Source: an optimization exercise on an open RTL-to-GDS flow (aim: small area, a short achievable clock period and few clock cycles per item). Production flows keep margins and buffers that such runs may drop.
In this exercise RTL edits were held to simulation tests only and were not proved equivalent to the original.
No run shown here takes its clock network from TritonCTS; it comes from the design's own scripts or RTL.
No driver is modelled on the clock port, so clock power and skew are understated where the tree is cut down; a real chip needs a root buffer or a tree.
Power and IR drop assume default switching activity.

==> flow/design.v <==
module cordic_sin_cos(
    input       wire        clk,
    input       wire        rst_n,
    input       wire        clk_vld,
    input       wire        soft_rst,
    input       wire        trig,
    output      reg         vld,
    input       wire  [9:0] a,
    output      reg  signed [12:0]  cosa3_latch,
    output      reg  signed [12:0]  sina3_latch
);
wire [8:0] a2 = a[8] ? (9'd256 - {1'b0, a[7:0]}) : {1'b0, a[7:0]};
reg  [7:0] lo;
reg        hi, negc, negs;
always @(posedge clk or negedge rst_n)
begin
    if (!rst_n) begin
        lo <= 8'd0; hi <= 1'b0; negc <= 1'b0; negs <= 1'b0;
        vld <= 1'b0;
    end else if (soft_rst) begin
        lo <= 8'd0; hi <= 1'b0; negc <= 1'b0; negs <= 1'b0;
        vld <= 1'b0;
    end else if (clk_vld) begin
        vld <= trig;
        if (trig) begin
            lo   <= a2[7:0];
            hi   <= a2[8];
            negc <= a[9] ^ a[8];
            negs <= a[9];
        end
    end
end
wire [11:0] c2, s2;
reg  [17:0] crom, srom;
always @(*) begin
    case (lo)
        8'd0: begin crom = 18'h800; srom = 18'h0; end
        8'd1: begin crom = 18'h800; srom = 18'h3f00d; end
        8'd2: begin crom = 18'h800; srom = 18'h3f019; end
        8'd3: begin crom = 18'h800; srom = 18'h3f026; end
        8'd4: begin crom = 18'h3f7ff; srom = 18'h3f032; end
        8'd5: begin crom = 18'h3f7ff; srom = 18'h3f03f; end
        8'd6: begin crom = 18'h3f7ff; srom = 18'h3f04c; end
        8'd7: begin crom = 18'h3f7fe; srom = 18'h3f058; end
        8'd8: begin crom = 18'h3f7fe; srom = 18'h3f065; end
        8'd9: begin crom = 18'h3f7fd; srom = 18'h3f071; end
        8'd10: begin crom = 18'h3f7fc; srom = 18'h3f07d; end
        8'd11: begin crom = 18'h3f7fb; srom = 18'h3f08b; end
        8'd12: begin crom = 18'h3f7fb; srom = 18'h3f097; end
        8'd13: begin crom = 18'h3f7f9; srom = 18'h3f0a3; end
        8'd14: begin crom = 18'h3f7f8; srom = 18'h3f0b0; end
        8'd15: begin crom = 18'h3f7f7; srom = 18'h3f0bd; end
        8'd16: begin crom = 18'h3f7f6; srom = 18'h3f0c9; end
        8'd17: begin crom = 18'h3f7f5; srom = 18'h3f0d5; end
        8'd18: begin crom = 18'h3f7f3; srom = 18'h3f0e2; end
        8'd19: begin crom = 18'h3f7f2; srom = 18'h3f0ee; end
        8'd20: begin crom = 18'h3f7f1; srom = 18'h3f0fb; end
        8'd21: begin crom = 18'h3f7ef; srom = 18'h3f108; end
        8'd22: begin crom = 18'h3f7ed; srom = 18'h3f114; end
        8'd23: begin crom = 18'h3f7ec; srom = 18'h3f120; end
        8'd24: begin crom = 18'h3f7ea; srom = 18'h3f12c; end
        8'd25: begin crom = 18'h3f7e8; srom = 18'h3f139; end
        8'd26: begin crom = 18'h3f7e6; srom = 18'h3f145; end
        8'd27: begin crom = 18'h3f7e4; srom = 18'h3f152; end
        8'd28: begin crom = 18'h3f7e2; srom = 18'h3f15e; end
        8'd29: begin crom = 18'h3f7e0; srom = 18'h3f16b; end
        8'd30: begin crom = 18'h3f7de; srom = 18'h3f177; end
        8'd31: begin crom = 18'h3f7db; srom = 18'h3f183; end
        8'd32: begin crom = 18'h3f7d9; srom = 18'h3f190; end
        8'd33: begin crom = 18'h3f7d6; srom = 18'h3f19c; end
        8'd34: begin crom = 18'h3f7d4; srom = 18'h3f1a8; end
        8'd35: begin crom = 18'h3f7d1; srom = 18'h3f1b5; end
        8'd36: begin crom = 18'h3f7ce; srom = 18'h3f1c1; end
        8'd37: begin crom = 18'h3f7cb; srom = 18'h3f1cd; end
        8'd38: begin crom = 18'h3f7c8; srom = 18'h3f1d9; end
        8'd39: begin crom = 18'h3f7c6; srom = 18'h3f1e6; end
        8'd40: begin crom = 18'h3f7c3; srom = 18'h3f1f1; end
        8'd41: begin crom = 18'h3e7c0; srom = 18'h3f1fe; end
        8'd42: begin crom = 18'h3f7bc; srom = 18'h3f20a; end
        8'd43: begin crom = 18'h3f7b9; srom = 18'h3f216; end
        8'd44: begin crom = 18'h3f7b6; srom = 18'h3f222; end
        8'd45: begin crom = 18'h3f7b2; srom = 18'h3f22e; end
        8'd46: begin crom = 18'h3f7af; srom = 18'h3f23b; end
        8'd47: begin crom = 18'h3f7ab; srom = 18'h3f246; end
        8'd48: begin crom = 18'h3f7a8; srom = 18'h3f253; end
        8'd49: begin crom = 18'h3f7a4; srom = 18'h3f25f; end
        8'd50: begin crom = 18'h3f7a0; srom = 18'h3f26b; end
        8'd51: begin crom = 18'h3f79d; srom = 18'h3f276; end
        8'd52: begin crom = 18'h3f799; srom = 18'h3f282; end
        8'd53: begin crom = 18'h3f795; srom = 18'h3f28e; end
        8'd54: begin crom = 18'h3f790; srom = 18'h3f29b; end
        8'd55: begin crom = 18'h3f78c; srom = 18'h3f2a6; end
        8'd56: begin crom = 18'h3f788; srom = 18'h3f2b2; end
        8'd57: begin crom = 18'h3f784; srom = 18'h3f2be; end
        8'd58: begin crom = 18'h3c780; srom = 18'h3f2ca; end
        8'd59: begin crom = 18'h3f77b; srom = 18'h3f2d5; end
        8'd60: begin crom = 18'h3f776; srom = 18'h3f2e2; end
        8'd61: begin crom = 18'h3f772; srom = 18'h3f2ed; end
        8'd62: begin crom = 18'h3f76d; srom = 18'h3f2f8; end
        8'd63: begin crom = 18'h3f769; srom = 18'h3f304; end
        8'd64: begin crom = 18'h3f764; srom = 18'h3f310; end
        8'd65: begin crom = 18'h3f75f; srom = 18'h3f31b; end
        8'd66: begin crom = 18'h3f75a; srom = 18'h3f327; end
        8'd67: begin crom = 18'h3f756; srom = 18'h3f332; end
        8'd68: begin crom = 18'h3f750; srom = 18'h3f33e; end
        8'd69: begin crom = 18'h3f74b; srom = 18'h3f349; end
        8'd70: begin crom = 18'h3f746; srom = 18'h3f355; end
        8'd71: begin crom = 18'h3f741; srom = 18'h3f360; end
        8'd72: begin crom = 18'h3f73c; srom = 18'h3f36b; end
        8'd73: begin crom = 18'h3f736; srom = 18'h3f377; end
        8'd74: begin crom = 18'h3f730; srom = 18'h3f383; end
        8'd75: begin crom = 18'h3f72b; srom = 18'h3f38e; end
        8'd76: begin crom = 18'h3f725; srom = 18'h3f399; end
        8'd77: begin crom = 18'h3f71f; srom = 18'h3f3a4; end
        8'd78: begin crom = 18'h3f71a; srom = 18'h3f3b0; end
        8'd79: begin crom = 18'h3f714; srom = 18'h3f3ba; end
        8'd80: begin crom = 18'h3f70e; srom = 18'h3f3c6; end
        8'd81: begin crom = 18'h3f708; srom = 18'h3f3d1; end
        8'd82: begin crom = 18'h3f702; srom = 18'h3f3db; end
        8'd83: begin crom = 18'h3f6fc; srom = 18'h3f3e7; end
        8'd84: begin crom = 18'h3f6f6; srom = 18'h3f3f1; end
        8'd85: begin crom = 18'h3f6f0; srom = 18'h3f3fd; end
        8'd86: begin crom = 18'h3f6e9; srom = 18'h3f407; end
        8'd87: begin crom = 18'h3f6e3; srom = 18'h3f412; end
        8'd88: begin crom = 18'h3f6dd; srom = 18'h3f41d; end
        8'd89: begin crom = 18'h3f6d6; srom = 18'h3f428; end
        8'd90: begin crom = 18'h3f6cf; srom = 18'h3f432; end
        8'd91: begin crom = 18'h3f6c9; srom = 18'h3f43d; end
        8'd92: begin crom = 18'h3f6c2; srom = 18'h3f448; end
        8'd93: begin crom = 18'h3f6bb; srom = 18'h3f452; end
        8'd94: begin crom = 18'h3f6b4; srom = 18'h3f45d; end
        8'd95: begin crom = 18'h3f6ad; srom = 18'h3f468; end
        8'd96: begin crom = 18'h3f6a7; srom = 18'h3f472; end
        8'd97: begin crom = 18'h3f6a0; srom = 18'h3f47c; end
        8'd98: begin crom = 18'h3f698; srom = 18'h3f487; end
        8'd99: begin crom = 18'h3f691; srom = 18'h3f491; end
        8'd100: begin crom = 18'h3f68a; srom = 18'h3f49b; end
        8'd101: begin crom = 18'h3f683; srom = 18'h3f4a6; end
        8'd102: begin crom = 18'h3f67c; srom = 18'h3f4b0; end
        8'd103: begin crom = 18'h3f674; srom = 18'h3f4ba; end
        8'd104: begin crom = 18'h3f66d; srom = 18'h3f4c4; end
        8'd105: begin crom = 18'h3f665; srom = 18'h3f4ce; end
        8'd106: begin crom = 18'h3f65e; srom = 18'h3f4d8; end
        8'd107: begin crom = 18'h3f656; srom = 18'h3f4e2; end
        8'd108: begin crom = 18'h3f64f; srom = 18'h3f4ec; end
        8'd109: begin crom = 18'h3f647; srom = 18'h3f4f6; end
        8'd110: begin crom = 18'h3f63f; srom = 18'h38500; end
        8'd111: begin crom = 18'h3f637; srom = 18'h3f50a; end
        8'd112: begin crom = 18'h3f62f; srom = 18'h3f513; end
        8'd113: begin crom = 18'h3f627; srom = 18'h3f51d; end
        8'd114: begin crom = 18'h3f61f; srom = 18'h3f527; end
        8'd115: begin crom = 18'h3f617; srom = 18'h3f530; end
        8'd116: begin crom = 18'h3f60f; srom = 18'h3f53a; end
        8'd117: begin crom = 18'h3f607; srom = 18'h3f543; end
        8'd118: begin crom = 18'h3f5fe; srom = 18'h3f54d; end
        8'd119: begin crom = 18'h3f5f6; srom = 18'h3f556; end
        8'd120: begin crom = 18'h3f5ee; srom = 18'h3f55f; end
        8'd121: begin crom = 18'h3f5e5; srom = 18'h3f569; end
        8'd122: begin crom = 18'h3f5dc; srom = 18'h3f572; end
        8'd123: begin crom = 18'h3f5d4; srom = 18'h3f57b; end
        8'd124: begin crom = 18'h3f5cb; srom = 18'h3f584; end
        8'd125: begin crom = 18'h3f5c3; srom = 18'h3f58d; end
        8'd126: begin crom = 18'h3f5b9; srom = 18'h3f597; end
        8'd127: begin crom = 18'h3f5b1; srom = 18'h3f59f; end
        8'd128: begin crom = 18'h3f5a8; srom = 18'h3f5a8; end
        8'd129: begin crom = 18'h3f59f; srom = 18'h3f5b1; end
        8'd130: begin crom = 18'h3f596; srom = 18'h3f5ba; end
        8'd131: begin crom = 18'h3f58d; srom = 18'h3f5c3; end
        8'd132: begin crom = 18'h3f584; srom = 18'h3f5cb; end
        8'd133: begin crom = 18'h3f57b; srom = 18'h3f5d4; end
        8'd134: begin crom = 18'h3f572; srom = 18'h3f5dd; end
        8'd135: begin crom = 18'h3f569; srom = 18'h3f5e5; end
        8'd136: begin crom = 18'h3f55f; srom = 18'h3f5ee; end
        8'd137: begin crom = 18'h3f556; srom = 18'h3f5f6; end
        8'd138: begin crom = 18'h3f54c; srom = 18'h3f5ff; end
        8'd139: begin crom = 18'h3f543; srom = 18'h3f607; end
        8'd140: begin crom = 18'h3f53a; srom = 18'h3f60f; end
        8'd141: begin crom = 18'h3f530; srom = 18'h3f617; end
        8'd142: begin crom = 18'h3f527; srom = 18'h3f61f; end
        8'd143: begin crom = 18'h3f51d; srom = 18'h3f627; end
        8'd144: begin crom = 18'h3f513; srom = 18'h3f62f; end
        8'd145: begin crom = 18'h3f509; srom = 18'h3f637; end
        8'd146: begin crom = 18'h38500; srom = 18'h3f63f; end
        8'd147: begin crom = 18'h3f4f5; srom = 18'h3f647; end
        8'd148: begin crom = 18'h3f4ec; srom = 18'h3f64f; end
        8'd149: begin crom = 18'h3f4e2; srom = 18'h3f656; end
        8'd150: begin crom = 18'h3f4d8; srom = 18'h3f65e; end
        8'd151: begin crom = 18'h3f4ce; srom = 18'h3f666; end
        8'd152: begin crom = 18'h3f4c4; srom = 18'h3f66d; end
        8'd153: begin crom = 18'h3f4ba; srom = 18'h3f674; end
        8'd154: begin crom = 18'h3f4b0; srom = 18'h3f67c; end
        8'd155: begin crom = 18'h3f4a5; srom = 18'h3f683; end
        8'd156: begin crom = 18'h3f49b; srom = 18'h3f68a; end
        8'd157: begin crom = 18'h3f491; srom = 18'h3f692; end
        8'd158: begin crom = 18'h3f486; srom = 18'h3f699; end
        8'd159: begin crom = 18'h3f47c; srom = 18'h3f6a0; end
        8'd160: begin crom = 18'h3f472; srom = 18'h3f6a7; end
        8'd161: begin crom = 18'h3f467; srom = 18'h3f6ae; end
        8'd162: begin crom = 18'h3f45c; srom = 18'h3f6b5; end
        8'd163: begin crom = 18'h3f452; srom = 18'h3f6bb; end
        8'd164: begin crom = 18'h3f448; srom = 18'h3f6c2; end
        8'd165: begin crom = 18'h3f43d; srom = 18'h3f6c9; end
        8'd166: begin crom = 18'h3f432; srom = 18'h3f6cf; end
        8'd167: begin crom = 18'h3f427; srom = 18'h3f6d6; end
        8'd168: begin crom = 18'h3f41c; srom = 18'h3f6dd; end
        8'd169: begin crom = 18'h3f412; srom = 18'h3f6e3; end
        8'd170: begin crom = 18'h3f407; srom = 18'h3f6e9; end
        8'd171: begin crom = 18'h3f3fc; srom = 18'h3f6f0; end
        8'd172: begin crom = 18'h3f3f1; srom = 18'h3f6f6; end
        8'd173: begin crom = 18'h3f3e7; srom = 18'h3f6fc; end
        8'd174: begin crom = 18'h3f3db; srom = 18'h3f702; end
        8'd175: begin crom = 18'h3f3d1; srom = 18'h3f708; end
        8'd176: begin crom = 18'h3f3c5; srom = 18'h3f70e; end
        8'd177: begin crom = 18'h3f3ba; srom = 18'h3f714; end
        8'd178: begin crom = 18'h3f3af; srom = 18'h3f71a; end
        8'd179: begin crom = 18'h3f3a4; srom = 18'h3f720; end
        8'd180: begin crom = 18'h3f399; srom = 18'h3f725; end
        8'd181: begin crom = 18'h3f38e; srom = 18'h3f72b; end
        8'd182: begin crom = 18'h3f382; srom = 18'h3f731; end
        8'd183: begin crom = 18'h3f377; srom = 18'h3f736; end
        8'd184: begin crom = 18'h3f36b; srom = 18'h3f73c; end
        8'd185: begin crom = 18'h3f360; srom = 18'h3f741; end
        8'd186: begin crom = 18'h3f355; srom = 18'h3f746; end
        8'd187: begin crom = 18'h3f349; srom = 18'h3f74b; end
        8'd188: begin crom = 18'h3f33e; srom = 18'h3f750; end
        8'd189: begin crom = 18'h3f332; srom = 18'h3f756; end
        8'd190: begin crom = 18'h3f327; srom = 18'h3f75a; end
        8'd191: begin crom = 18'h3f31b; srom = 18'h3f75f; end
        8'd192: begin crom = 18'h3f30f; srom = 18'h3f764; end
        8'd193: begin crom = 18'h3f304; srom = 18'h3f769; end
        8'd194: begin crom = 18'h3f2f8; srom = 18'h3f76d; end
        8'd195: begin crom = 18'h3f2ed; srom = 18'h3f772; end
        8'd196: begin crom = 18'h3f2e1; srom = 18'h3f777; end
        8'd197: begin crom = 18'h3f2d5; srom = 18'h3f77b; end
        8'd198: begin crom = 18'h3f2ca; srom = 18'h3c780; end
        8'd199: begin crom = 18'h3f2bd; srom = 18'h3f784; end
        8'd200: begin crom = 18'h3f2b2; srom = 18'h3f788; end
        8'd201: begin crom = 18'h3f2a6; srom = 18'h3f78c; end
        8'd202: begin crom = 18'h3f29a; srom = 18'h3f791; end
        8'd203: begin crom = 18'h3f28e; srom = 18'h3f795; end
        8'd204: begin crom = 18'h3f282; srom = 18'h3f799; end
        8'd205: begin crom = 18'h3f276; srom = 18'h3f79d; end
        8'd206: begin crom = 18'h3f26a; srom = 18'h3f7a0; end
        8'd207: begin crom = 18'h3f25e; srom = 18'h3f7a4; end
        8'd208: begin crom = 18'h3f252; srom = 18'h3f7a8; end
        8'd209: begin crom = 18'h3f246; srom = 18'h3f7ab; end
        8'd210: begin crom = 18'h3f23a; srom = 18'h3f7af; end
        8'd211: begin crom = 18'h3f22e; srom = 18'h3f7b2; end
        8'd212: begin crom = 18'h3f222; srom = 18'h3f7b6; end
        8'd213: begin crom = 18'h3f216; srom = 18'h3f7b9; end
        8'd214: begin crom = 18'h3f20a; srom = 18'h3f7bc; end
        8'd215: begin crom = 18'h3f1fe; srom = 18'h3e7c0; end
        8'd216: begin crom = 18'h3f1f1; srom = 18'h3f7c3; end
        8'd217: begin crom = 18'h3f1e5; srom = 18'h3f7c6; end
        8'd218: begin crom = 18'h3f1d9; srom = 18'h3f7c8; end
        8'd219: begin crom = 18'h3f1cd; srom = 18'h3f7cb; end
        8'd220: begin crom = 18'h3f1c1; srom = 18'h3f7ce; end
        8'd221: begin crom = 18'h3f1b4; srom = 18'h3f7d1; end
        8'd222: begin crom = 18'h3f1a8; srom = 18'h3f7d4; end
        8'd223: begin crom = 18'h3f19c; srom = 18'h3f7d6; end
        8'd224: begin crom = 18'h3f18f; srom = 18'h3f7d9; end
        8'd225: begin crom = 18'h3f183; srom = 18'h3f7db; end
        8'd226: begin crom = 18'h3f177; srom = 18'h3f7de; end
        8'd227: begin crom = 18'h3f16b; srom = 18'h3f7e0; end
        8'd228: begin crom = 18'h3f15e; srom = 18'h3f7e2; end
        8'd229: begin crom = 18'h3f152; srom = 18'h3f7e4; end
        8'd230: begin crom = 18'h3f145; srom = 18'h3f7e6; end
        8'd231: begin crom = 18'h3f139; srom = 18'h3f7e8; end
        8'd232: begin crom = 18'h3f12c; srom = 18'h3f7ea; end
        8'd233: begin crom = 18'h3f120; srom = 18'h3f7ec; end
        8'd234: begin crom = 18'h3f114; srom = 18'h3f7ed; end
        8'd235: begin crom = 18'h3f107; srom = 18'h3f7ef; end
        8'd236: begin crom = 18'h3f0fb; srom = 18'h3f7f1; end
        8'd237: begin crom = 18'h3f0ee; srom = 18'h3f7f2; end
        8'd238: begin crom = 18'h3f0e1; srom = 18'h3f7f4; end
        8'd239: begin crom = 18'h3f0d5; srom = 18'h3f7f5; end
        8'd240: begin crom = 18'h3f0c9; srom = 18'h3f7f6; end
        8'd241: begin crom = 18'h3f0bc; srom = 18'h3f7f7; end
        8'd242: begin crom = 18'h3f0af; srom = 18'h3f7f8; end
        8'd243: begin crom = 18'h3f0a3; srom = 18'h3f7f9; end
        8'd244: begin crom = 18'h3f097; srom = 18'h3f7fb; end
        8'd245: begin crom = 18'h3f08a; srom = 18'h3f7fb; end
        8'd246: begin crom = 18'h3f07d; srom = 18'h3f7fc; end
        8'd247: begin crom = 18'h3f071; srom = 18'h3f7fd; end
        8'd248: begin crom = 18'h3f064; srom = 18'h3f7fe; end
        8'd249: begin crom = 18'h3f058; srom = 18'h3f7fe; end
        8'd250: begin crom = 18'h3f04c; srom = 18'h3f7ff; end
        8'd251: begin crom = 18'h3f03f; srom = 18'h3f7ff; end
        8'd252: begin crom = 18'h3f032; srom = 18'h3f7ff; end
        8'd253: begin crom = 18'h3f026; srom = 18'h800; end
        8'd254: begin crom = 18'h3f019; srom = 18'h800; end
        8'd255: begin crom = 18'h3f00d; srom = 18'h800; end
        default: begin crom = 18'h0; srom = 18'h0; end
    endcase
end
assign c2 = crom[11:0];
assign s2 = srom[11:0];
wire [12:1] cnz_t, snz_t;
assign cnz_t[1] = |c2[0:0];
assign snz_t[1] = |s2[0:0];
assign cnz_t[2] = |c2[1:0];
assign snz_t[2] = |s2[1:0];
assign cnz_t[3] = |c2[2:0];
assign snz_t[3] = |s2[2:0];
assign cnz_t[4] = |c2[3:0];
assign snz_t[4] = |s2[3:0];
assign cnz_t[5] = |c2[4:0];
assign snz_t[5] = |s2[4:0];
assign cnz_t[6] = crom[12];
assign snz_t[6] = srom[12];
assign cnz_t[7] = crom[13];
assign snz_t[7] = srom[13];
assign cnz_t[8] = crom[14];
assign snz_t[8] = srom[14];
assign cnz_t[9] = crom[15];
assign snz_t[9] = srom[15];
assign cnz_t[10] = crom[16];
assign snz_t[10] = srom[16];
assign cnz_t[11] = crom[17];
assign snz_t[11] = srom[17];
assign cnz_t[12] = ~hi;
assign snz_t[12] = hi | (|lo);
wire [11:0] cm = {c2[11] & ~hi, c2[10:0]};
wire [11:0] sm = {s2[11] | hi, s2[10:0]};
wire [12:0] cx = {1'b0, cm};
wire [12:0] sx = {1'b0, sm};
always @(*) begin
    cosa3_latch = cx ^ ({13{negc}} & {cnz_t, 1'b0});
    sina3_latch = sx ^ ({13{negs}} & {snz_t, 1'b0});
end
endmodule
==> flow/flow/run.sh <==
#!/bin/bash
# The standard layout (standard.sh) run with a copy of the ORFS scripts
# and these changes:
# - synthesis does not extract half/full adders into adder cells
#   (ADDER_MAP_FILE empty); ABC maps all the logic;
# - the port buffers are sky130_fd_sc_hd__buf_2 cells;
# - timing repair only removes buffers, sizes cells up and swaps pins
#   (SETUP_MOVE_SEQUENCE), so it does not grow the design with buffers;
# - clock distribution: instead of an H-tree (two levels of clkbuf_16 for
#   12 registers), flow/clock_buffer.tcl inserts one clkbuf_8 at the
#   centroid of the registers, driving all their clock pins.
# make's output goes to make.log here; ORFS writes each step's log under
# orfs/logs/.
set -euo pipefail
W=$(pwd)
S="$W/scripts_own"
rm -rf "$S"
cp -r "$FLOW_HOME/scripts" "$S"
cp "$W/flow/clock_buffer.tcl" "$S/clock_buffer.tcl"
sed -i 's%^log_cmd clock_tree_synthesis {\*}$cts_args%source $::env(SCRIPTS_DIR)/clock_buffer.tcl%' "$S/cts.tcl"
grep -q "clock_buffer.tcl" "$S/cts.tcl"
EXTRA="SCRIPTS_DIR=$S ADDER_MAP_FILE= BUFFER_PORTS_ARGS='-buffer_cell sky130_fd_sc_hd__buf_2' CLOCK_BUFFER_CELL=sky130_fd_sc_hd__clkbuf_8 CLOCK_PORT=clk SETUP_MOVE_SEQUENCE=unbuffer,sizeup,swap"
sed "s#CLKGATE_MAP_FILE= #CLKGATE_MAP_FILE= $EXTRA #" standard.sh > standard_own.sh
grep -q "SCRIPTS_DIR=$S" standard_own.sh
bash standard_own.sh > "$W/make.log" 2>&1
==> flow/flow/clock_buffer.tcl <==
# Clock distribution for a design with few registers: one clock buffer,
# placed at the centroid of the registers, drives every clock pin.
set block [ord::get_db_block]
set sx 0
set sy 0
set n 0
foreach inst [$block getInsts] {
  if { [[$inst getMaster] isSequential] } {
    set loc [$inst getLocation]
    set sx [expr { $sx + [lindex $loc 0] }]
    set sy [expr { $sy + [lindex $loc 1] }]
    incr n
  }
}
set dbu [$block getDbUnitsPerMicron]
set cx [expr { $sx / $n / double($dbu) }]
set cy [expr { $sy / $n / double($dbu) }]
puts "clock buffer at ($cx, $cy), driving $n registers"
log_cmd insert_buffer -buffer_cell $::env(CLOCK_BUFFER_CELL) -net $::env(CLOCK_PORT) \
  -location [list $cx $cy] -buffer_name clkbuf_root -net_name clknet_root
set_propagated_clock [all_clocks]
==> flow/standard.sh <==
#!/bin/bash
# synth_recipe.tcl (not shown) runs the flow's synth.tcl, then flattens the netlist and writes it again
# the make line also repeats each setting of config.mk as NAME=value (left out here)
make -C /OpenROAD-flow-scripts/flow DESIGN_CONFIG=/design/flow/config.mk WORK_HOME=/design/flow/orfs CLKGATE_MAP_FILE= SYNTH_SCRIPT=/design/flow/synth_recipe.tcl "${@:-finish}"
==> flow/config.mk <==
export PLATFORM = sky130hd
export DESIGN_NAME = cordic_sin_cos
export DESIGN_NICKNAME = cordic_sin_cos
export VERILOG_FILES = /design/flow/design.v
export SDC_FILE = /design/flow/constraint.sdc
export NUM_CORES = 4
export LEC_CHECK = 0
export ABC_AREA = 1
export CAP_MARGIN = 20
export CORE_MARGIN = 2
export CORE_UTILIZATION = 30
export SETUP_SLACK_MARGIN = 1.7
export SLEW_MARGIN = 20
export SYNTH_MEMORY_MAX_BITS = 65536
==> flow/constraint.sdc <==
create_clock -name core_clock -period 5.5 [get_ports {clk}]
set_input_delay 1.1000 -clock core_clock [delete_from_list [all_inputs] [get_ports {clk}]]
set_output_delay 1.1000 -clock core_clock [all_outputs]
set_load 0.01 [all_outputs]
==> flow_metrics.tcl, run 1 <==
set metrics [dict create \
    hold_viol_final 0 \
    cp_top_family "simple AND/OR/NAND/NOR gates" \
    final_nets 992 \
    tns_ns 0 \
    ys_warn_count 1 \
    r2r_start "lo[4]" \
    grt_max_degree 54 \
    critPathSlowestCell "dfrtp_4" \
    worst-path-buf-inv 3 \
    tightest_slew_ns 0.535 \
    routed_wl_um 28000 \
    final_cell_mix "nand2_1, nand3_1, nor2_1" \
    dpl.hpwl_um 20700 \
    start_util_pct 30.5 \
    placedCellCount 1190 \
    fillCellCount 1899 \
    row_count 46 \
    synth_edf_count 0 \
    dp_worst_setup_slack_ns 1.16 \
    final.min_clock_period_ns 3.85 \
    final_common_cell "nand2_1" \
    areaGrowthSynthToFinish_pct 15.9 \
    synth.area.top_cells "nand2_1, nand3_1, dfrtp_1" \
    drt-initial-drc-count 1225 \
    io_buffers 41 \
    dr.pass1.iters 7 \
    drv_cap 0 \
    die-area_um2 17100 \
    antenna_found_initial 1 \
    crit_arrival_ns 2.75 \
    die_height_um 131 \
    final.setup_skew_ns 0 \
    cts_setup_buffers 0 \
    critPathLaunchType "register" \
    p_leak_nw 2.72 \
    powerDensity_nw_per_um2 158 \
    synth_top_area_share_pct 27.4 \
    cp_common_cell "nand2_1" \
    critical_path_class "register to output pin" \
    hold_path.class "register to register" \
    slew_headroom_pct 64.2 \
    synthArstFlopShare_pct 100 \
    cp_cell_sequence "clkinv_8 -> nand2_8 -> clkinvlp_4 -> a21oi_4 -> nand2_1 -> a21boi_1 -> nor2_1 -> nand2_1 -> nand2_4 -> nor2_4 -> nand2_2 -> nand2_1 -> nand3_1 -> nand2_1 -> buf_2" \
    synth-seq-cells 12 \
    fin_area_um2 5580 \
    wl_per_cell_um 23.5 \
    cp_max_fo 15 \
    synth-main-ff-cell "dfrtp_1" \
    worstSkewPairLatency_ns 0.14 \
    final_cells 1192 \
    netlist_instances 969 \
    ir_worst_vdd_v 0.000122 \
    final_util_pct 35.4 \
    yosys.area.top_type "nand2_1" \
    syn_area_um2 4820 \
    clkSlewWorstSetupHoldPaths_ns 0.08 \
    grt_overflow 0 \
    dpl-instance-area_um2 5140 \
    yosysSeqAreaShare_pct 6.24 \
    drive_gt1_share_pct 17.8 \
    rsz0062_at_grt "yes" \
    max_freq_ghz 0.260 \
    drv_slew 0 \
    fp.coreArea_um2 15800 \
    postSynthNetCount 984 \
    gp_routability_congestion 1.11 \
    timing.final.ws_setup_ns 1.65 \
    grt_pass1_vias 6638 \
    grt_pass1_wl_um 41300 \
    cp-end-kind "output pin" \
    synth.distinct_cells 45 \
    globalRouteTotalUtil_pct 32.4 \
    setup-violations-final 0 \
    avgSynthCellArea_um2 4.97 \
    drc 0 \
    slowest_delay_ns 0.62 \
    status "finished clean" \
    crit_required_ns 4.40 \
    dr_total_vias 7269 \
    viasPerCell 6.10 \
    fin_crit_sh_pct 70.0 \
    cp-startpoint "lo[2]" \
    hold_start "vld" \
    fp.dieW_um 131 \
    pin_count 42 \
    ant_nets 0 \
]
## synthesized netlist by cell type (all sizes together) (8+ instances only)
| cell | count |
|---|---|
| nand2 | 379 |
| nand3 | 180 |
| nor2 | 84 |
| inv | 72 |
| a21oi | 59 |
| o21ai | 51 |
| buf | 43 |
| clkbuf | 12 |
| dfrtp | 12 |
| o22ai | 12 |
| xnor2 | 9 |
| a31oi | 8 |
## worst reg2reg max path: stages (launching register included)
cell and delay (ns):
dfrtp_2 0.49, buf_8 0.20, inv_2 0.10, buf_12 0.26, o22ai_1 0.18
## metrics by stage
step / total power [mW] / hold WS (ns)
2_1_floorplan: 0.539 / 0.515
3_3_place_gp: 0.768 / 0.475
4_1_cts: 0.808 / 0.489
5_1_grt: 0.934 / 0.533
3_5_place_dp: 0.758 / 0.461
6_report: 0.880 / 0.489
## cell families (layout without fill, tap and decap cells)
family                    count (synthesis)  after routing  share of synthesized area (%)
xor gates and xnor gates                 15             15                           2.73
buffers and inverters                   131            137                           12.4
other                                     0              1                              0
AOI/OAI and AO/OA                       152            152                           18.0
DFF                                      12             12                           6.24
and+or+nand+nor                         659            659                           60.6
## where the power goes
| part | leakage, nW | internal, mW | switching (mW) |
|---|---|---|---|
| Clock | 0.00720 | 0.0167 | 0.0224 |
| Sequential | 0.155 | 0.0930 | 0.0165 |
| Combinational | 2.56 | 0.221 | 0.511 |
## layout make-up, clock buffers not listed
| type | count | area, um^2 | share of cell area, % |
|---|---|---|---|
| diodes | 1 | 2.50 | 0.0448 |
| inverters | 76 | 343 | 6.14 |
| multi-input cells | 826 | 4230 | 75.8 |
| flip-flops and latches | 12 | 309 | 5.54 |
| well taps | 216 | 270 | 4.84 |
| repair buffers | 60 | 412 | 7.38 |
## state kept, by name, summed over array words and instances, names as in the netlist
name,flops
negs,1
negc,1
vld,1
lo,8
hi,1
## layer usage
layer	vias to the layer above	track usage, %	wire [um]
met3	177	8.71	3950
met2	636	46.6	11100
li1	3232	-	-
met4	0	19.3	2180
met5	-	0	0
met1	3224	43.1	10800
## timing repair
item                                    CTS  global route
pin swaps                                 3            15
gates resized for setup                  33            85
hold endpoints to repair                  0             0
hold buffers                              0             0
endpoints found under the setup margin   19            14
## path summary, 6_finish.rpt
kind	end	slack, ns	cells past startpoint
max	sina3_latch[4]	1.65	15
max in group asynchronous	lo[2]	4.43	1
min reg2reg	vld	0.49	2
min in group asynchronous	hi	0.82	1
min	vld	0.49	2
max reg2reg	lo[4]	4.15	4
Testbench counts, summed over its fixed seeds: cycles 3,200, items 3,200.
==> run 2, diff against run 1 <==
==> flow/flow/run.sh (replaced) <==
#!/bin/bash
# The standard layout (standard.sh) run with a copy of the ORFS scripts
# and these changes:
# - synthesis does not extract half/full adders into adder cells
#   (ADDER_MAP_FILE empty); ABC maps all the logic;
# - the port buffers are sky130_fd_sc_hd__buf_2 cells;
# - wire parasitics are estimated 25% higher (flow/setRC_own.tcl) while
#   the layout is repaired;
# - clock distribution: instead of an H-tree (two levels of clkbuf_16 for
#   12 registers), flow/clock_buffer.tcl inserts one clkbuf_8 at the
#   centroid of the registers, driving all their clock pins.
# make's output goes to make.log here; ORFS writes each step's log under
# orfs/logs/.
set -euo pipefail
W=$(pwd)
S="$W/scripts_own"
rm -rf "$S"
cp -r "$FLOW_HOME/scripts" "$S"
cp "$W/flow/clock_buffer.tcl" "$S/clock_buffer.tcl"
sed -i 's%^log_cmd clock_tree_synthesis {\*}$cts_args%source $::env(SCRIPTS_DIR)/clock_buffer.tcl%' "$S/cts.tcl"
grep -q "clock_buffer.tcl" "$S/cts.tcl"
cp "$W/flow/setRC_own.tcl" "$S/setRC_own.tcl"
sed -i 's%$::env(PLATFORM_DIR)/setRC.tcl%$::env(SCRIPTS_DIR)/setRC_own.tcl%' "$S/load.tcl" "$S/detail_place.tcl"
grep -q "setRC_own.tcl" "$S/load.tcl"
EXTRA="SCRIPTS_DIR=$S ADDER_MAP_FILE= BUFFER_PORTS_ARGS='-buffer_cell sky130_fd_sc_hd__buf_2' CLOCK_BUFFER_CELL=sky130_fd_sc_hd__clkbuf_8 CLOCK_PORT=clk"
sed "s#CLKGATE_MAP_FILE= #CLKGATE_MAP_FILE= $EXTRA #" standard.sh > standard_own.sh
grep -q "SCRIPTS_DIR=$S" standard_own.sh
bash standard_own.sh > "$W/make.log" 2>&1
==> flow/flow/setRC_own.tcl (new file) <==
# sky130hd setRC.tcl with wire capacitance and resistance raised by 25%,
# so that repair sees the delays the routed layout shows.
# correlateRC.py gcd,ibex,aes,jpeg,chameleon,riscv32i,chameleon_hier
# cap units pf/um
set_layer_rc -layer li1 -capacitance 1.873750e-04 -resistance 8.970000e-02
set_layer_rc -layer met1 -capacitance 2.154688e-04 -resistance 1.116125e-03
set_layer_rc -layer met2 -capacitance 1.702913e-04 -resistance 1.116125e-03
set_layer_rc -layer met3 -capacitance 2.687025e-04 -resistance 1.958750e-04
set_layer_rc -layer met4 -capacitance 1.851600e-04 -resistance 1.958750e-04
set_layer_rc -layer met5 -capacitance 1.926087e-04 -resistance 2.226250e-05
# end correlate

set_layer_rc -via mcon -resistance 9.249146E-3
set_layer_rc -via via -resistance 4.5E-3
set_layer_rc -via via2 -resistance 3.368786E-3
set_layer_rc -via via3 -resistance 0.376635E-3
set_layer_rc -via via4 -resistance 0.00580E-3

set_wire_rc -signal -layer met1
set_wire_rc -clock -layer met3
--- a/flow/config.mk
+++ b/flow/config.mk
@@ -9,6 +9,6 @@
 export CAP_MARGIN = 20
 export CORE_MARGIN = 2
 export CORE_UTILIZATION = 30
-export SETUP_SLACK_MARGIN = 1.7
+export SETUP_SLACK_MARGIN = 1.3
 export SLEW_MARGIN = 20
 export SYNTH_MEMORY_MAX_BITS = 65536
==> run 2 against run 1 <==
- setup slack worse by 0.13 ns
- via count up 3.2%
- wire length up 8.1%
- critical endpoint is now sina3_latch[5]
- still clean
- largest power group unchanged
- sequential share of layout area up 0.075 points
- first-iteration DRC count up 15%
- cell area down 0.54%
==> flow_metrics.tcl, run 2 <==
set metrics [dict create \
    status "finished clean" \
    final.min_clock_period_ns 3.99 \
    final_cells 1221 \
    row_count 46 \
    fillCellCount 1923 \
    rsz0062_at_grt "no" \
    slowest_delay_ns 0.51 \
    critical_path_class "register to output pin" \
    p_comb_share_pct 83.1 \
    ys_warn_count 1 \
    io_buffers 41 \
    postSynthNetCount 984 \
    internal_power_uw 333 \
    drv_slew 0 \
    die-area_um2 17100 \
    hold_start "vld" \
    synth-main-ff-cell "dfrtp_1" \
    dr_total_vias 7502 \
    synth.distinct_cells 45 \
    synthTopCellsByCount "nand2_1, nand3_1, nor2_1" \
    p_clk_share_pct 4.7 \
    yosys.area.top_type "nand2_1" \
    grt_max_degree 48 \
    seq_power_share_pct 12.2 \
    synth-seq-cells 12 \
    grt_pass1_wl_um 43800 \
    dp_worst_setup_slack_ns 1.38 \
    grtUsageMet2_pct 50.3 \
    syn_area_um2 4820 \
    final_nets 1022 \
    drc 0 \
    avgSynthCellArea_um2 4.97 \
    final_common_cell "nand2_1" \
    clkSlewWorstSetupHoldPaths_ns 0.09 \
    ant_nets 0 \
    synth_top_area_share_pct 27.4 \
    synthArstFlopShare_pct 100 \
    die_height_um 131 \
    gp_routability_congestion 1.08 \
    grt_overflow 0 \
    dpl.hpwl_um 22500 \
    synth_edf_count 0 \
    crit_arrival_ns 2.89 \
    netlist_instances 969 \
    start_util_pct 30.5 \
    total_power_uw 887 \
    synth.area.top_cells "nand2_1, nand3_1, dfrtp_1" \
    wl_per_cell_um 24.8 \
    cp_common_cell "nand2_1" \
    synth_most_common_cell "nand2_1" \
    cp_cell_sequence "buf_12 -> nand2_4 -> clkinvlp_4 -> buf_4 -> buf_4 -> nand3_1 -> nand2_1 -> nor2_1 -> nor2_1 -> nor2_1 -> nand2_1 -> nand2_2 -> nor2_1 -> nand3_1 -> nand2_1 -> nand2_1 -> nand2_1 -> buf_2" \
    switching_share_pct 62.4 \
    num_antenna_cells 0 \
    p_leak_nw 2.83 \
    cp-end-kind "output pin" \
    pin_count 42 \
    placedCellCount 1213 \
    grt_most_used_layer "met2" \
    largest-register "lo" \
    ir_worst_vdd_v 0.000186 \
    crit_required_ns 4.40 \
    timing.final.ws_setup_ns 1.51 \
    fp.coreArea_um2 15800 \
    met1_usage_pct 46.6 \
    hold_path.class "register to register" \
    viasPerCell 6.14 \
    drive_gt1_share_pct 17.5 \
    max_freq_ghz 0.251 \
    dr.pass1.iters 7 \
    tns_ns 0 \
    r2r_start "lo[5]" \
    drv_cap 0 \
    tightest_slew_ns 0.588 \
    fin_crit_sh_pct 72.5 \
    hold_viol_final 0 \
    cp-startpoint "lo[3]" \
    largest_register_ffs 8 \
    grt_pass1_vias 6819 \
    final_cell_mix "nand2_1, nand3_1, nor2_1" \
    areaGrowthSynthToFinish_pct 15.3 \
    cp_max_fo 24 \
    worstSkewPairLatency_ns 0.15 \
    final.setup_skew_ns 0 \
    yosysSeqAreaShare_pct 6.24 \
    critPathLaunchType "register" \
    routed_wl_um 30300 \
    fp.dieW_um 131 \
    switchingPower_uw 553 \
    powerDensity_nw_per_um2 160 \
    met3_usage_pct 8.27 \
    setup-violations-final 0 \
    drt-initial-drc-count 1412 \
    globalRouteTotalUtil_pct 34.7 \
    antenna_found_initial 0 \
    slew_headroom_pct 60.7 \
    critPathSlowestCell "dfrtp_2" \
]
[run 2: final cells by class, clock buffers not listed]
type | instances | area [um^2] | area share (%)
Multi-Input combinational cell | 826 | 4020 | 72.3
Timing Repair Buffer | 90 | 626 | 11.3
Inverter | 76 | 314 | 5.66
Sequential cell | 12 | 312 | 5.61
Tap cell | 216 | 270 | 4.87
[run 2: worst max-delay path, delay by kind of cell, from the launching register on]
| kind | cells | cell delay, ns |
|---|---|---|
| AND/OR/NAND/NOR | 13 | 1.27 |
| buffers and inverters | 5 | 0.93 |
| flip-flops | 1 | 0.51 |
[run 2: final timing paths]
check	end	slack, ns	depth (start not counted)
min in group asynchronous	hi	0.82	1
setup / recovery	sina3_latch[5]	1.51	18
setup reg to reg	lo[5]	4.10	3
max in group asynchronous	lo[4]	4.43	1
hold / removal	vld	0.49	2
hold reg to reg	vld	0.49	2
[run 2: what timing repair did]
item / 4_1_cts / 5_1_grt
pin swaps: 0 / 1
cloned: 0 / 1
resized for setup: 6 / 48
setup endpoints to repair: 6 / 14
setup buffers: 0 / 6
hold buffers: 0 / 0
[run 2: power groups by stage]
| stage | registers, mW | clock network (mW) | logic, mW |
|---|---|---|---|
| floorplan | 0.0972 | 0 | 0.442 |
| finish | 0.108 | 0.0420 | 0.737 |
| detailed placement | 0.110 | 0 | 0.727 |
| CTS | 0.108 | 0.0448 | 0.731 |
| global placement | 0.110 | 0 | 0.747 |
| global route | 0.110 | 0.0493 | 0.849 |
[run 2: cells by family after synthesis]
family / share of synthesized area, %
DFF: 6.24
buffers and inverters: 12.4
and+or+nand+nor: 60.6
AOI/OAI and AO/OA: 18.0
xor gates and xnor gates: 2.73
[run 2: per-layer routing]
metal	vias up	routed length, um
met5	-	0
li1	3291	-
met2	674	12200
met3	161	4290
met4	0	2230
met1	3376	11600
[run 2: stage by stage]
stage / area (um^2) / hold WS (ns) / utilization (%)
final: 5550 / 0.489 / 35.2
after global routing: 5550 / 0.546 / 35.2
after CTS: 5340 / 0.509 / 33.8
after detailed placement: 5310 / 0.478 / 33.7
after global placement: 5310 / 0.469 / 33.7
after floorplan: 4820 / 0.515 / -

separate check: timing with driven ports:
The flow's constraints put no driver on any port. The routed layouts listed below were extracted and timed again, unchanged, in two steps.
Step 1 assumes that a clkbuf_16 drives the clock port and a buf_2 every other input.
Step 2 moves the port delays by t, midway between the first and last clock arrival at a register: inputs arrive t later, outputs are due t later. That takes back most of the time a late clock gives input paths.
Slacks: no drivers / after step 1 / after step 2; pairs: no drivers / after step 1.
| run | shift t [ns] | setup WS [ns] | hold slack, ns | worst setup path at the end | cell pins on the clock port's net |
|---|---|---|---|---|---|
| run 1 | 0.162 | 1.648 / 1.626 / 1.787 | 0.489 / 0.489 / 0.489 | register to output | 1 |
| run 2 | 0.169 | 1.514 / 1.491 / 1.659 | 0.489 / 0.489 / 0.489 | register to output | 1 |
After both steps every run listed still meets setup and hold.
